This is an optimization exercise on Yosys and OpenROAD, whose aim is small area, not a production implementation.
At most, simulation tests tie the RTL to the original design; equivalence was not proved.
Power figures rest on the tool's default switching activity, not on a simulated workload.

## top
module top(
    resetn,
    lcdclk,
    PB,
    Sel,
    in_switching,
    CarryIn,
    lcd_rs,
    lcd_rw,
    lcd_en,
    lcd_data
);
Size in the first run: roughly 24 I/O pins, roughly 0.0064 mm2 of cells after synthesis.
clock: 80.0 ns
lec_check: 0
abc_area: 1
cap_margin: 20
core_margin: 2
core_utilization: 65
place_density: 0.75
slew_margin: 20
standard.sh (not shown) runs the stock make flow with config.mk's settings and CLKGATE_MAP_FILE= SYNTH_SCRIPT=/design/flow/synth_recipe.tcl, a recipe that flattens the netlist after the stock synthesis.
==> flow/flow/run.sh <==
#!/bin/bash
# The standard layout with three changes:
# - synthesis maps with an area-oriented ABC script (flow/abc_area.script);
#   everything else in the synthesis is ORFS's own script, unchanged;
# - the clock tree uses clkbuf_8 cells and no dummy loads;
# - the port buffers are buf_1 cells.
set -euo pipefail
here=$(pwd)
rm -rf "$here/scripts_own"
cp -r "$FLOW_HOME/scripts" "$here/scripts_own"
cp "$here/flow/abc_area.script" "$here/scripts_own/abc_area.script"
export SCRIPTS_DIR="$here/scripts_own"
export CTS_ARGS="-sink_clustering_enable -repair_clock_nets -buf_list sky130_fd_sc_hd__clkbuf_8 -dont_use_dummy_load"
export BUFFER_PORTS_ARGS="-inputs -outputs -buffer_cell sky130_fd_sc_hd__buf_1"
bash standard.sh finish > standard_flow.log 2>&1
==> flow/flow/abc_area.script <==
strash
&get -n
&fraig -x
&put
scorr
dc2
strash
&get -n
&dch -f
&nf -R 1000
&put
strash
&get -n
&dch -f
&nf -R 1000
&put
topo
Next try:
==> flow/flow/run.sh (replaced) <==
#!/bin/bash
# The standard layout, with two changes: the clock tree uses clkbuf_8 and no
# dummy loads, and the port buffers are buf_1 cells.
set -euo pipefail
export CTS_ARGS="-sink_clustering_enable -repair_clock_nets -buf_list sky130_fd_sc_hd__clkbuf_8 -dont_use_dummy_load"
export BUFFER_PORTS_ARGS="-inputs -outputs -buffer_cell sky130_fd_sc_hd__buf_1"
bash standard.sh finish > standard_flow.log 2>&1
removed: flow/flow/abc_area.script
The changed run ran to the end with no violations.
Final area is higher by roughly a tenth.
Synthesized area is higher by roughly a tenth.
Clock power is higher by a few percent.
Next try:
==> flow/run.sh (new file) <==
#!/bin/bash
# synth_recipe.tcl (not shown) runs the flow's synth.tcl, then flattens the netlist and writes it again
# the make line also repeats each setting of config.mk as NAME=value (left out here)
make -C /OpenROAD-flow-scripts/flow DESIGN_CONFIG=/design/flow/config.mk WORK_HOME=/design/flow/orfs CLKGATE_MAP_FILE= SYNTH_SCRIPT=/design/flow/synth_recipe.tcl finish
--- a/flow/config.mk
+++ b/flow/config.mk
@@ -7,3 +7,2 @@
 export LEC_CHECK = 0
-export ABC_AREA = 1
 export CAP_MARGIN = 20
@@ -11,2 +10,5 @@
 export CORE_UTILIZATION = 65
+export CTS_BUF_LIST = sky130_fd_sc_hd__clkbuf_8
+export CTS_CLUSTER_DIAMETER = 200
+export CTS_CLUSTER_SIZE = 50
 export PLACE_DENSITY = 0.75
removed: flow/flow/run.sh
removed: flow/standard.sh
Outcome: The new run passed the timing, design-rule and antenna checks; die area climbs by about 4%; worst hold slack improved by 0.0053 ns; sequential share of layout area drops by 2.5 points; final area climbs by about 6.4%; utilization climbs by 1.0 points.
Next try:
==> flow/flow/run.sh (new file) <==
#!/bin/bash
# The standard layout with three changes:
# - synthesis maps with an area-oriented ABC script (flow/abc_area.script);
#   everything else in the synthesis is ORFS's own script, unchanged;
# - the clock tree uses clkbuf_4 cells with derated sink clusters and no dummy loads;
# - the port buffers are buf_1 cells.
set -euo pipefail
here=$(pwd)
rm -rf "$here/scripts_own"
cp -r "$FLOW_HOME/scripts" "$here/scripts_own"
cp "$here/flow/abc_area.script" "$here/scripts_own/abc_area.script"
export SCRIPTS_DIR="$here/scripts_own"
export CTS_ARGS="-sink_clustering_enable -repair_clock_nets -buf_list sky130_fd_sc_hd__clkbuf_4 -sink_buffer_max_cap_derate 0.6 -dont_use_dummy_load"
export BUFFER_PORTS_ARGS="-inputs -outputs -buffer_cell sky130_fd_sc_hd__buf_1"
bash standard.sh finish > standard_flow.log 2>&1
==> flow/flow/abc_area.script (new file) <==
strash
&get -n
&fraig -x
&put
scorr
dc2
strash
&get -n
&dch -f
&nf -R 1000
&put
strash
&get -n
&dch -f
&nf -R 1000
&put
strash
&get -n
&dch -f
&nf -R 1000
&put
topo
==> flow/standard.sh (new file) <==
#!/bin/bash
# synth_recipe.tcl (not shown) runs the flow's synth.tcl, then flattens the netlist and writes it again
# the make line also repeats each setting of config.mk as NAME=value (left out here)
make -C /OpenROAD-flow-scripts/flow DESIGN_CONFIG=/design/flow/config.mk WORK_HOME=/design/flow/orfs CLKGATE_MAP_FILE= SYNTH_SCRIPT=/design/flow/synth_recipe.tcl "${@:-finish}"
--- a/flow/config.mk
+++ b/flow/config.mk
@@ -7,2 +7,3 @@
 export LEC_CHECK = 0
+export ABC_AREA = 1
 export CAP_MARGIN = 20
@@ -10,5 +11,2 @@
 export CORE_UTILIZATION = 65
-export CTS_BUF_LIST = sky130_fd_sc_hd__clkbuf_8
-export CTS_CLUSTER_DIAMETER = 200
-export CTS_CLUSTER_SIZE = 50
 export PLACE_DENSITY = 0.75
removed: flow/run.sh
Outcome:
- The changed run completed with no timing, DRC or antenna violations
- synthesized cell count went down by 18%
- setup slack improved by 0.30 ns
- count of clock-buffer cells in the layout fell by 2
- clock power goes down by 43%
- wire length is lower by 15%
- cell area drops by 16%
- clock skew increases by 0.023 ns
- register-to-register slack improves by 0.10 ns

========
top, a different RTL version from the one above (not shown whole).
Size: about 800 cells after synthesis, roughly 140 flip-flops, ~7300 sq um of cells after synthesis.
==> flow/config.mk <==
export PLATFORM = sky130hd
export DESIGN_NAME = top
export DESIGN_NICKNAME = top
export VERILOG_FILES = /design/flow/design.v
export SDC_FILE = /design/flow/constraint.sdc
export NUM_CORES = 4
export LEC_CHECK = 0
export CAP_MARGIN = 20
export CORE_MARGIN = 2
export CORE_UTILIZATION = 40
export CTS_BUF_LIST = sky130_fd_sc_hd__clkbuf_8
export SLEW_MARGIN = 20
==> flow/constraint.sdc <==
create_clock -name core_clock -period 80.0 [get_ports {lcdclk}]
set_input_delay 16.0000 -clock core_clock [delete_from_list [all_inputs] [get_ports {lcdclk}]]
set_output_delay 16.0000 -clock core_clock [all_outputs]
set_load 0.01 [all_outputs]
run.sh (not shown) runs the stock make flow with config.mk's settings and CLKGATE_MAP_FILE= SYNTH_SCRIPT=/design/flow/synth_recipe.tcl, a recipe that flattens the netlist after the stock synthesis.
Stock flow here: none of the scripts above is used.
Next try:
--- a/flow/config.mk
+++ b/flow/config.mk
@@ -10,3 +10,3 @@
 export CORE_UTILIZATION = 40
-export CTS_BUF_LIST = sky130_fd_sc_hd__clkbuf_8
+export CTS_BUF_LIST = sky130_fd_sc_hd__clkbuf_4 sky130_fd_sc_hd__clkbuf_8
 export SLEW_MARGIN = 20
- The changed run completed with no timing, DRC or antenna violations
- hold slack stays the same
- core utilization is unchanged
- sequential cell count stays the same
- total power does not change
- worst setup slack stays the same
- clock skew is unchanged
- final area stays the same
- global-route usage stays the same
- routed wire length is unchanged
- cell count does not change
- fmax does not change
No functional check of the RTL was part of any run of this note.

==> port drivers added, routing unchanged <==
Ports are ideal in the flow. The routed layouts listed here were re-timed in OpenROAD.
Step 1 sets driving cells, clkbuf_16 on the clock port and buf_2 on the other inputs (assumed; they add their load-dependent delay and slew).
Step 2, shift: input delay + t, output delay - t, t = (earliest + latest rising clock arrival at the registers) / 2. This alone moves slack from input paths to output paths.
a / b / c = no drivers / after step 1 / after step 2; a / b = the first two.
run	shift t [ns]	slack for setup (ns)	clock arrival spread, ns	worst slew at a driven data input, ns
the first run of note 1	0.471	59.699 / 59.662 / 60.133	0.030 / 0.030	0.03
the second run of note 1	0.472	60.608 / 60.574 / 60.876	0.034 / 0.033	0.03
the third run of note 1	0.497	59.474 / 59.440 / 59.938	0.022 / 0.021	0.03
the fourth run of note 1	0.534	59.771 / 59.737 / 60.271	0.044 / 0.045	0.03
the first run of note 2	0.492	60.187 / 60.152 / 60.644	0.018 / 0.018	0.03
the second run of note 2	0.492	60.187 / 60.152 / 60.644	0.018 / 0.018	0.03
After both steps setup and hold are still met in every run listed.
